Background: an optimization exercise with open tools, aiming at small area. Do not read the settings as production practice. Function was checked by simulation only, so behaviour that the tests miss may differ from the original. Power is estimated from default activity; no workload was simulated.

<file path="flow/constraint.sdc">
create_clock -name core_clock -period 8.0 [get_ports {CLK}]
set_input_delay 1.6000 -clock core_clock [delete_from_list [all_inputs] [get_ports {CLK}]]
set_output_delay 1.6000 -clock core_clock [all_outputs]
set_load 0.01 [all_outputs]
</file>
<file path="flow/design.v">
module design_5 #(parameter width = 8, parameter cwidth =4)(
  input [width-1:0] OPA, OPB,
  input CLK, RST, CE, MODE, CIN,
  input [1:0] INP_VALID,
  input [cwidth-1:0] CMD,
  output reg [2*width:0] RES,
  output reg OFLOW,
  output reg COUT,
  output reg G,
  output reg L,
  output reg E,
  output reg ERR
);
reg [2*width:0] temp;
reg [2*width:0] next_RES;
reg next_COUT, next_OFLOW, next_G, next_L, next_E, next_ERR;
localparam CMD_ADD = 4'b0000;
localparam CMD_SUB = 4'b0001;
localparam CMD_ADD_CIN = 4'b0010;
localparam CMD_SUB_CIN = 4'b0011;
localparam CMD_EGL = 4'b1000;
localparam CMD_INC_MUL = 4'b1001;
localparam CMD_SHIFT_MUL = 4'b1010;
localparam CMD_SI_UNSI_ADD = 4'b1011;
localparam CMD_SI_UNSI_SUB = 4'b1100;
localparam CMD_INC_A = 4'b0100;
localparam CMD_DEC_A = 4'b0101;
localparam CMD_INC_B = 4'b0110;
localparam CMD_DEC_B = 4'b0111;
localparam CMD_AND = 4'b0000;
localparam CMD_NAND = 4'b0001;
localparam CMD_OR = 4'b0010;
localparam CMD_NOR = 4'b0011;
localparam CMD_XOR = 4'b0100;
localparam CMD_XNOR = 4'b0101;
localparam CMD_ROL_A_B = 4'b1100;
localparam CMD_ROR_A_B = 4'b1101;
localparam CMD_NOT_A = 4'b0110;
localparam CMD_SHR1_A = 4'b1000;
localparam CMD_SHLI_A = 4'b1001;
localparam CMD_NOT_B = 4'b0111;
localparam CMD_SHR1_B = 4'b1010;
localparam CMD_SHL1_B = 4'b1011;
wire [2:0] amount;
assign amount = OPB[2:0];
always@(posedge CLK or posedge RST)
begin
    if(RST)begin
        next_RES <= 'b0;
        next_COUT <= 1'b0;
        next_OFLOW <= 1'b0;
        next_G <= 1'b0;
        next_E <= 1'b0;
        next_L <= 1'b0;
        next_ERR <= 1'b0;
    end
    else if(CE)
    begin
        if(INP_VALID == 2'b00)
        begin
            next_RES <= 'b0;
            next_COUT <= 1'b0;
            next_OFLOW <= 1'b0;
            next_G <= 1'b0;
            next_E <= 1'b0;
            next_L <= 1'b0;
            next_ERR <= 1'b0;
        end
        else if(INP_VALID ==2'b11)
        begin
            next_RES <= 'b0;
            next_COUT <= 1'b0;
            next_OFLOW <= 1'b0;
            next_G <= 1'b0;
            next_E <= 1'b0;
            next_L <= 1'b0;
            next_ERR <= 1'b0;
            if(MODE)begin
                case(CMD)
                    CMD_ADD:
                    begin
                        temp = OPA + OPB;
                        next_RES <= temp;
                        next_COUT <= temp[width];
                    end
                    CMD_SUB:
                    begin
                        next_OFLOW <= (OPA<OPB)?1'b1:1'b0;
                        next_RES <= OPA-OPB;
                    end
                    CMD_ADD_CIN:
                    begin
                        temp = OPA + OPB + CIN;
                        next_RES <= temp;
                        next_COUT <= temp[width];
                    end
                    CMD_SUB_CIN:
                    begin
                        next_OFLOW <= (OPA<OPB)?1'b1:1'b0;
                        next_RES <= OPA-OPB-CIN;
                    end
                    CMD_EGL:
                    begin
                        next_RES <= 'b0;
                        if(OPA==OPB)
                        begin
                            next_E <= 1'b1;
                            next_G <= 1'b0;
                            next_L <= 1'b0;
                        end
                        else if(OPA>OPB)
                        begin
                            next_E <= 1'b0;
                            next_G <= 1'b1;
                            next_L <= 1'b0;
                        end
                        else
                        begin
                            next_E <= 1'b0;
                            next_G <= 1'b0;
                            next_L <= 1'b1;
                        end
                    end
                    CMD_INC_MUL:
                    begin
                        temp = (OPA+1) * (OPB+1);
                        next_RES <= temp;
                        next_COUT <= temp[2*width];
                    end
                    CMD_SHIFT_MUL:
                    begin
                        temp =(OPA<<1)*OPB;
                        next_RES <= temp;
                        next_COUT <= temp[2*width];
                    end
                    CMD_SI_UNSI_ADD:
                    begin
                        temp = $signed(OPA) + $signed(OPB);
                        next_RES <= temp;
                        next_COUT <= temp[width];
                        next_OFLOW <= ((OPA[width-1] == OPB[width-1]) && (temp[width-1] != OPA[width-1])) ? 1'b1 : 1'b0;
                        if($signed(OPA)==$signed(OPB))
                        begin
                            next_E <= 1'b1;
                            next_G <= 1'b0;
                            next_L <= 1'b0;
                        end
                        else if($signed(OPA)>$signed(OPB))
                        begin
                            next_E <= 1'b0;
                            next_G <= 1'b1;
                            next_L <= 1'b0;
                        end
                        else
                        begin
                            next_E <= 1'b0;
                            next_G <= 1'b0;
                            next_L <= 1'b1;
                        end
                    end
                    CMD_SI_UNSI_SUB:
                    begin
                        temp = $signed(OPA) - $signed(OPB);
                        next_RES<= temp;
                        next_COUT <= temp[width];
                       next_OFLOW <= ((OPA[width-1] != OPB[width-1]) && (temp[width-1] != OPA[width-1])) ? 1'b1 : 1'b0;
                        if($signed(OPA) == $signed(OPB))
                        begin
                            next_E <= 1'b1;
                            next_G <= 1'b0;
                            next_L <= 1'b0;
                        end
                        else if($signed(OPA) > $signed(OPB))
                        begin
                            next_E <= 1'b0;
                            next_G <= 1'b1;
                            next_L <= 1'b0;
                        end
                        else
                        begin
                            next_E <= 1'b0;
                            next_G <= 1'b0;
                            next_L <= 1'b1;
                        end
                    end
                    default:
                    begin
                        next_RES <= 'b0;
                        next_COUT <= 1'b0;
                        next_OFLOW <= 1'b0;
                        next_G <= 1'b0;
                        next_E <= 1'b0;
                        next_L <= 1'b0;
                        next_ERR <= 1'b0;
                    end
                endcase
            end
            else begin
                case(CMD)
                    CMD_AND:next_RES <= {{width*2-(width-1){1'b0}},OPA&OPB};
                    CMD_NAND:next_RES <= {{width*2-(width-1){1'b0}},~(OPA&OPB)};
                    CMD_OR:next_RES <= {{width*2-(width-1){1'b0}},OPA|OPB};
                    CMD_NOR:next_RES <= {{width*2-(width-1){1'b0}},~(OPA|OPB)};
                    CMD_XOR:next_RES <= {{width*2-(width-1){1'b0}},OPA^OPB};
                    CMD_XNOR:next_RES <= {{width*2-(width-1){1'b0}},~(OPA^OPB)};
                    CMD_ROL_A_B:
                    begin
                        if (amount == 0)
                            next_RES <= {{width*2-(width-1){1'b0}}, OPA};
                        else
                            next_RES <= {{width*2-(width){1'b0}}, (OPA << amount) | (OPA >> (width - amount))};
                        next_ERR <= (width > 3 && |OPB[width-1:3]) ? 1'b1 : 1'b0;
                    end
                    CMD_ROR_A_B:
                    begin
                        if (amount == 0)
                            next_RES <= {{width*2-(width-1){1'b0}}, OPA};
                        else
                            next_RES <= {{width*2-(width-1){1'b0}}, (OPA >> amount) | (OPA << (width - amount))};
                        next_ERR <= (width > 3 && |OPB[width-1:3]) ? 1'b1 : 1'b0;
                    end
                    default:
                    begin
                        next_RES <='b0;
                        next_COUT <= 1'b0;
                        next_OFLOW <= 1'b0;
                        next_G <= 1'b0;
                        next_E <= 1'b0;
                        next_L <= 1'b0;
                        next_ERR <= 1'b0;
                    end
                endcase
            end
        end
        else if(INP_VALID == 2'b01)
        begin
            next_RES <=  'b0;
            next_COUT <= 1'b0;
            next_OFLOW <= 1'b0;
            next_G <= 1'b0;
            next_E <= 1'b0;
            next_L <= 1'b0;
            next_ERR <= 1'b0;
            if(MODE)begin
                case(CMD)
                    CMD_INC_A:next_RES <= OPA+1;
                    CMD_DEC_A:next_RES <= OPA-1;
                    default:
                    begin
                        next_RES <= 'b0;
                        next_COUT <= 1'b0;
                        next_OFLOW <= 1'b0;
                        next_G <= 1'b0;
                        next_E <= 1'b0;
                        next_L <= 1'b0;
                        next_ERR <= 1'b0;
                    end
                endcase
            end
            else begin
                case(CMD)
                    CMD_NOT_A:next_RES <= {{width*2-(width-1){1'b0}},~OPA};
                    CMD_SHR1_A:next_RES <= {{width*2-(width-1){1'b0}},OPA>>1};
                    CMD_SHLI_A:next_RES <= {{width*2-(width-1){1'b0}},OPA<<1};
                    default:
                    begin
                        next_RES <= 'b0;
                        next_COUT <= 1'b0;
                        next_OFLOW <= 1'b0;
                        next_G <= 1'b0;
                        next_E <= 1'b0;
                        next_L <= 1'b0;
                        next_ERR <= 1'b0;
                    end
                endcase
            end
        end
        else if(INP_VALID == 2'b10)
            begin
                next_RES <= 'b0;
                next_COUT <= 1'b0;
                next_OFLOW <= 1'b0;
                next_G <= 1'b0;
                next_E <= 1'b0;
                next_L <= 1'b0;
                next_ERR <= 1'b0;
                if(MODE) begin
                    case(CMD)
                        CMD_INC_B: next_RES <= OPB + 1;
                        CMD_DEC_B: next_RES <= OPB - 1;
                        default:
                        begin
                            next_RES <= 'b0;
                            next_COUT <= 1'b0;
                            next_OFLOW <= 1'b0;
                            next_G <= 1'b0;
                            next_E <= 1'b0;
                            next_L <= 1'b0;
                            next_ERR <= 1'b0;
                        end
                    endcase
                end
                else begin
                    case(CMD)
                        CMD_NOT_B:next_RES <= {{width*2-(width-1){1'b0}},~OPB};
                        CMD_SHR1_B:next_RES <= {{width*2-(width-1){1'b0}},OPB>>1};
                        CMD_SHL1_B:next_RES <= {{width*2-(width-1){1'b0}},OPB<<1};
                        default:
                        begin
                            next_RES <= 'b0;
                            next_COUT <= 1'b0;
                            next_OFLOW <= 1'b0;
                            next_G <= 1'b0;
                            next_E <= 1'b0;
                            next_L <= 1'b0;
                            next_ERR <= 1'b0;
                        end
                    endcase
                end
        end
    end
end
always @(posedge CLK or posedge RST) begin
    if(RST) begin
        RES <= 'b0;
        COUT <= 1'b0;
        OFLOW <= 1'b0;
        G <= 1'b0;
        E <= 1'b0;
        L <= 1'b0;
        ERR <= 1'b0;
    end else if (CE) begin
        RES <= next_RES;
        COUT <= next_COUT;
        OFLOW <= next_OFLOW;
        G <= next_G;
        L <= next_L;
        E <= next_E;
        ERR <= next_ERR;
    end
end
endmodule
</file>
<file path="flow/config.mk">
export PLATFORM = sky130hd
export DESIGN_NAME = design_5
export DESIGN_NICKNAME = design_5
export VERILOG_FILES = /design/flow/design.v
export SDC_FILE = /design/flow/constraint.sdc
export NUM_CORES = 4
export LEC_CHECK = 0
export CAP_MARGIN = 20
export CORE_MARGIN = 2
export CORE_UTILIZATION = 40
export SLEW_MARGIN = 20
</file>
<file path="flow/run.sh">
#!/bin/bash
# synth_recipe.tcl (not shown) runs the flow's synth.tcl, then flattens the netlist and writes it again
# the make line also repeats each setting of config.mk as NAME=value (left out here)
make -C /OpenROAD-flow-scripts/flow DESIGN_CONFIG=/design/flow/config.mk WORK_HOME=/design/flow/orfs CLKGATE_MAP_FILE= SYNTH_SCRIPT=/design/flow/synth_recipe.tcl finish
</file>
==> run_summary.xml <==
<?xml version="1.0" encoding="UTF-8"?>
<metrics>
  <group name="logic_synthesis">
    <metric name="netlist.top_cell.by_area" unit="">sky130_fd_sc_hd__fa_1</metric>
    <metric name="post-synth-top-count-cell" unit="">sky130_fd_sc_hd__inv_1</metric>
    <metric name="post_synth_instance_area" unit="mm2">0.0113</metric>
    <metric name="synth.lib_cells_used.distinct" unit="">104</metric>
    <metric name="synthTopCellsByArea" unit="">sky130_fd_sc_hd__fa_1, sky130_fd_sc_hd__ha_1, sky130_fd_sc_hd__dfrtp_1</metric>
    <metric name="synth_seq_area_share" unit="%">10.2</metric>
    <metric name="postSynthCellCount" unit="">1401</metric>
    <metric name="synth_flop_cell" unit="">sky130_fd_sc_hd__dfrtp_1</metric>
    <metric name="synthArstFlopShare" unit="%">100</metric>
    <metric name="synth.net_count" unit="">1626</metric>
    <metric name="post-synth-top-area-fraction" unit="%">15.4</metric>
    <metric name="synth-edff-count" unit="">0</metric>
    <metric name="ys_warn_count" unit="">1</metric>
    <metric name="leading_cell_types_by_count_after_synthesis" unit="">sky130_fd_sc_hd__inv_1, sky130_fd_sc_hd__nor2_1, sky130_fd_sc_hd__ha_1</metric>
    <metric name="per_instance_average_area_after_synthesis" unit="um2">8.06</metric>
    <metric name="register_bit_total_from_synthesis" unit="">46</metric>
  </group>
  <group name="cells_and_area">
    <metric name="nFillCells" unit="">2845</metric>
    <metric name="layout-drive-gt1-share" unit="%">10.5</metric>
    <metric name="multiInputGateArea" unit="mm2">0.00908</metric>
    <metric name="top_regs" unit="">RES (17), next_RES (17)</metric>
    <metric name="n_antenna_cell" unit="">0</metric>
    <metric name="seqCellArea" unit="mm2">0.00115</metric>
    <metric name="area_delta_synth_final" unit="%">9.84</metric>
    <metric name="finalNetCount" unit="">1658</metric>
    <metric name="finalInstanceArea" unit="mm2">0.0124</metric>
    <metric name="stdcell_count" unit="">1812</metric>
  </group>
  <group name="timing">
    <metric name="finClkSkew" unit="ns">0.00234</metric>
    <metric name="setup-tns-final" unit="ns">0</metric>
    <metric name="holdWs" unit="ns">0.487</metric>
    <metric name="drv_slew" unit="">0</metric>
    <metric name="worst_slew_pin_slew" unit="ns">0.929</metric>
    <metric name="setup_viol" unit="">0</metric>
    <metric name="maxSlewHeadroom" unit="%">38.0</metric>
    <metric name="final.period_utilization" unit="%">93.5</metric>
    <metric name="fmax" unit="MHz">134</metric>
    <metric name="final.min_clock_period" unit="ns">7.48</metric>
    <metric name="rsz0062_at_grt" unit="">false</metric>
    <metric name="timing_hold_violations_final" unit="">0</metric>
  </group>
  <group name="clock_network">
    <metric name="post-cts-setup-buffer-count" unit="">0</metric>
    <metric name="cts_sinks" unit="">46</metric>
    <metric name="root_buffer_selected_by_cts" unit="">sky130_fd_sc_hd__clkbuf_16</metric>
    <metric name="hold_buffers" unit="">0</metric>
    <metric name="post_cts_resized" unit="">0</metric>
    <metric name="cts_tree" unit="">done</metric>
    <metric name="clock_tree_buf_depth" unit="">2</metric>
    <metric name="clock_latency" unit="ns">0.28</metric>
    <metric name="h_tree_lvls" unit="">2</metric>
    <metric name="numCtsBuffers" unit="">5</metric>
    <metric name="clk_pin_slew_worst_paths" unit="ns">0.06</metric>
  </group>
  <group name="floorplan">
    <metric name="fp.dieArea" unit="mm2">0.0296</metric>
    <metric name="fp.dieH" unit="um">172</metric>
    <metric name="floorplan.io_pins" unit="">50</metric>
    <metric name="floorplan.core_area" unit="mm2">0.0278</metric>
    <metric name="fp.dieW" unit="um">172</metric>
    <metric name="floorplan.initialDensity" unit="%">40.6</metric>
    <metric name="std_cell_rows" unit="">61</metric>
  </group>
  <group name="route">
    <metric name="drt_iter0_drc" unit="">1325</metric>
    <metric name="drc" unit="">0</metric>
    <metric name="wire_per_inst" unit="um">22.7</metric>
    <metric name="wirelength_routed" unit="um">41200</metric>
    <metric name="drt_first_pass_iters" unit="">8</metric>
    <metric name="route.antenna.remaining_nets" unit="">0</metric>
    <metric name="vias_per_inst" unit="">6.05</metric>
    <metric name="route.vias.total" unit="">11000</metric>
  </group>
  <group name="worst_hold_path">
    <metric name="timing.hold.worst_path_depth" unit="">1</metric>
    <metric name="timing.hold.worst.start" unit="">next_OFLOW$_DFFE_PP0P_</metric>
    <metric name="worst_hold_path.endpoint" unit="">next_OFLOW$_DFFE_PP0P_</metric>
    <metric name="timing.hold.worst.class" unit="">flip-flop to flip-flop</metric>
  </group>
  <group name="grt">
    <metric name="grt_first_pass_wirelength" unit="um">62800</metric>
    <metric name="grt_antenna_before_repair" unit="">0</metric>
    <metric name="number_of_global_route_vias_before_repair" unit="">10400</metric>
    <metric name="grt_overflow_total" unit="">0</metric>
    <metric name="pin_count_of_the_biggest_net_entering_global_routing" unit="">47</metric>
    <metric name="grtUsageTotal" unit="%">27.9</metric>
  </group>
  <group name="run_status">
    <metric name="result_of_the_run" unit="">timing/DRC/antenna clean</metric>
  </group>
  <group name="setup_path">
    <metric name="critical_path_depth" unit="">22</metric>
    <metric name="path_delay_family" unit="">adder cells</metric>
    <metric name="crit_path_start_kind" unit="">primary input</metric>
    <metric name="total_buffers_and_inverters_traversed_by_the_critical_path" unit="">4</metric>
    <metric name="setup.worst_path.class" unit="">primary input to flip-flop</metric>
    <metric name="worst_path_most_repeated_cell" unit="">sky130_fd_sc_hd__fa_1</metric>
    <metric name="timing.critical_path.required" unit="ns">8.17</metric>
    <metric name="cpMaxStageDelayCell" unit="">sky130_fd_sc_hd__clkdlybuf4s50_1</metric>
    <metric name="regToRegEndpoint" unit="">next_RES[0]$_DFFE_PP0P_</metric>
    <metric name="critical-path-max-stage-delay" unit="ns">0.73</metric>
    <metric name="timing.rr.start" unit="">next_RES[0]$_DFFE_PP0P_</metric>
    <metric name="r2r_setup_slack" unit="ns">6.86</metric>
    <metric name="critical_path.max_fanout" unit="">7</metric>
    <metric name="timing.critical_path.cells" unit="">clkdlybuf4s50_1 &gt; ha_1 &gt; nand4_1 &gt; nor2_1 &gt; xnor2_1 &gt; nand2_1 &gt; fa_1 &gt; inv_1 &gt; fa_1 &gt; fa_1 &gt; inv_1 &gt; fa_1 &gt; inv_1 &gt; ha_1 &gt; or2_2 &gt; a21oi_1 &gt; nor3_1 &gt; nor3_1 &gt; nor3_1 &gt; xor2_1 &gt; a221oi_2 &gt; o21ai_2</metric>
    <metric name="critical_path_arrival" unit="ns">7.65</metric>
    <metric name="endpoint_kind" unit="">flip-flop</metric>
    <metric name="r2r.worst_path.cells" unit="">4</metric>
  </group>
  <group name="placed_design">
    <metric name="place.detailed.hpwl" unit="um">32500</metric>
    <metric name="io_buffers" unit="">49</metric>
    <metric name="final_wtd_congestion" unit="">0.984</metric>
    <metric name="postPlaceCellArea" unit="mm2">0.0122</metric>
    <metric name="dpl.cell_count" unit="">1804</metric>
  </group>
  <group name="pwr">
    <metric name="power_leakage" unit="nW">5.66</metric>
    <metric name="powerDensity" unit="mW/mm2">168</metric>
    <metric name="total_power" unit="mW">2.08</metric>
    <metric name="ir_drop" unit="uV">117</metric>
  </group>
  <group name="job">
    <metric name="maxCapViolations" unit="">0</metric>
  </group>
</metrics>
-- routing by layer --
metal / GRT usage, % / up-vias / wire [um]
met4: 9.10 / 0 / 1530
met5: 0 / - / 0
met3: 4.01 / 96 / 3950
li1: - / 4955 / -
met1: 39.9 / 5279 / 18100
met2: 43.5 / 626 / 17600
-- per-stage QoR --
step,worst slack (ns),util [%]
6_report,0.520,44.6
5_1_grt,0.267,44.6
4_1_cts,0.626,44.6
3_5_place_dp,0.323,44.1
3_3_place_gp,0.455,44.1
2_1_floorplan,1.01,-
-- how the worst max path moves through the flow --
stage | slack (ns) | startpoint | to
finish | 0.52 | OPA[1] | next_RES[15]$_DFFE_PP0P_
global route | 0.27 | OPA[1] | next_RES[16]$_DFFE_PP0P_
CTS | 0.63 | OPB[0] | next_RES[16]$_DFFE_PP0P_
detailed placement | 0.32 | OPB[0] | next_RES[16]$_DFFE_PP0P_
global placement | 0.46 | OPB[2] | next_RES[16]$_DFFE_PP0P_
floorplan | 1.01 | OPB[0] | next_RES[15]$_DFFE_PP0P_
-- layout by cell type, fill, tap and decap left out, types with 26 or more instances in the layout --
cell,count
sky130_fd_sc_hd__xnor2_1,52
sky130_fd_sc_hd__o21ai_0,56
sky130_fd_sc_hd__fa_1,87
sky130_fd_sc_hd__clkdlybuf4s50_1,48
sky130_fd_sc_hd__nand3_1,34
sky130_fd_sc_hd__inv_1,157
sky130_fd_sc_hd__ha_1,111
sky130_fd_sc_hd__buf_4,56
sky130_fd_sc_hd__nand2_1,108
sky130_fd_sc_hd__xor2_1,28
sky130_fd_sc_hd__nor2_1,148
sky130_fd_sc_hd__a21oi_1,68
sky130_fd_sc_hd__dfrtp_1,46
sky130_fd_sc_hd__mux2_2,26
-- cell families after synthesis --
logic type / Yosys count / synth area share, %
flip-flops: 46 / 10.2
buffers and inverters: 246 / 9.33
XOR/XNOR: 81 / 6.35
AO/OA/AOI/OAI: 334 / 21.3
AND/OR/NAND/NOR: 447 / 19.6
multiplexers: 49 / 5.41
adder cells (fa/ha/maj): 198 / 27.7
-- where the power goes --
group | internal, mW | switching, mW | leakage [nW]
Combinational | 0.629 | 0.964 | 4.97
Clock | 0.147 | 0.0780 | 0.0781
Sequential | 0.254 | 0.0119 | 0.615
-- final cells by class --
cell class                      count  area share, %
Clock buffer                        7           1.07
Clock inverter                      1          0.242
Inverter                          166           5.02
Multi-Input combinational cell   1109           73.3
Sequential cell                    46           9.28
Tap cell                          378           3.81
Timing Repair Buffer              105           7.31

## separate check: timing with driven ports
In the flow no input, the clock included, has a driving cell. The finished layout below was timed again as built, in two steps.
Step 1: set_driving_cell puts a clkbuf_16 on CLK and a buf_2 on each other input, an assumption about the parent block.
Step 2 adds t to the input delays and takes it off the output delays; t is the mean of the earliest and latest rising clock arrival at the registers after step 1. Input paths then give back, and output paths get back, about the clock's delay inside the block.
a / b / c = ideal / step 1 / step 2; a / b = the first two.
t, ns: 0.311
slack for setup (ns): 0.520 / 0.530 / 0.219
worst hold slack (ns): 0.487 / 0.487 / 0.487
slew at the worst register clock pin (ns): 0.06 / 0.06
worst slew at a driven data input, ns: 0.05
After both steps setup and hold are still met in this run. For this run, drivers alone change the setup slack by +0.010 ns; drivers and shift together by -0.301 ns.
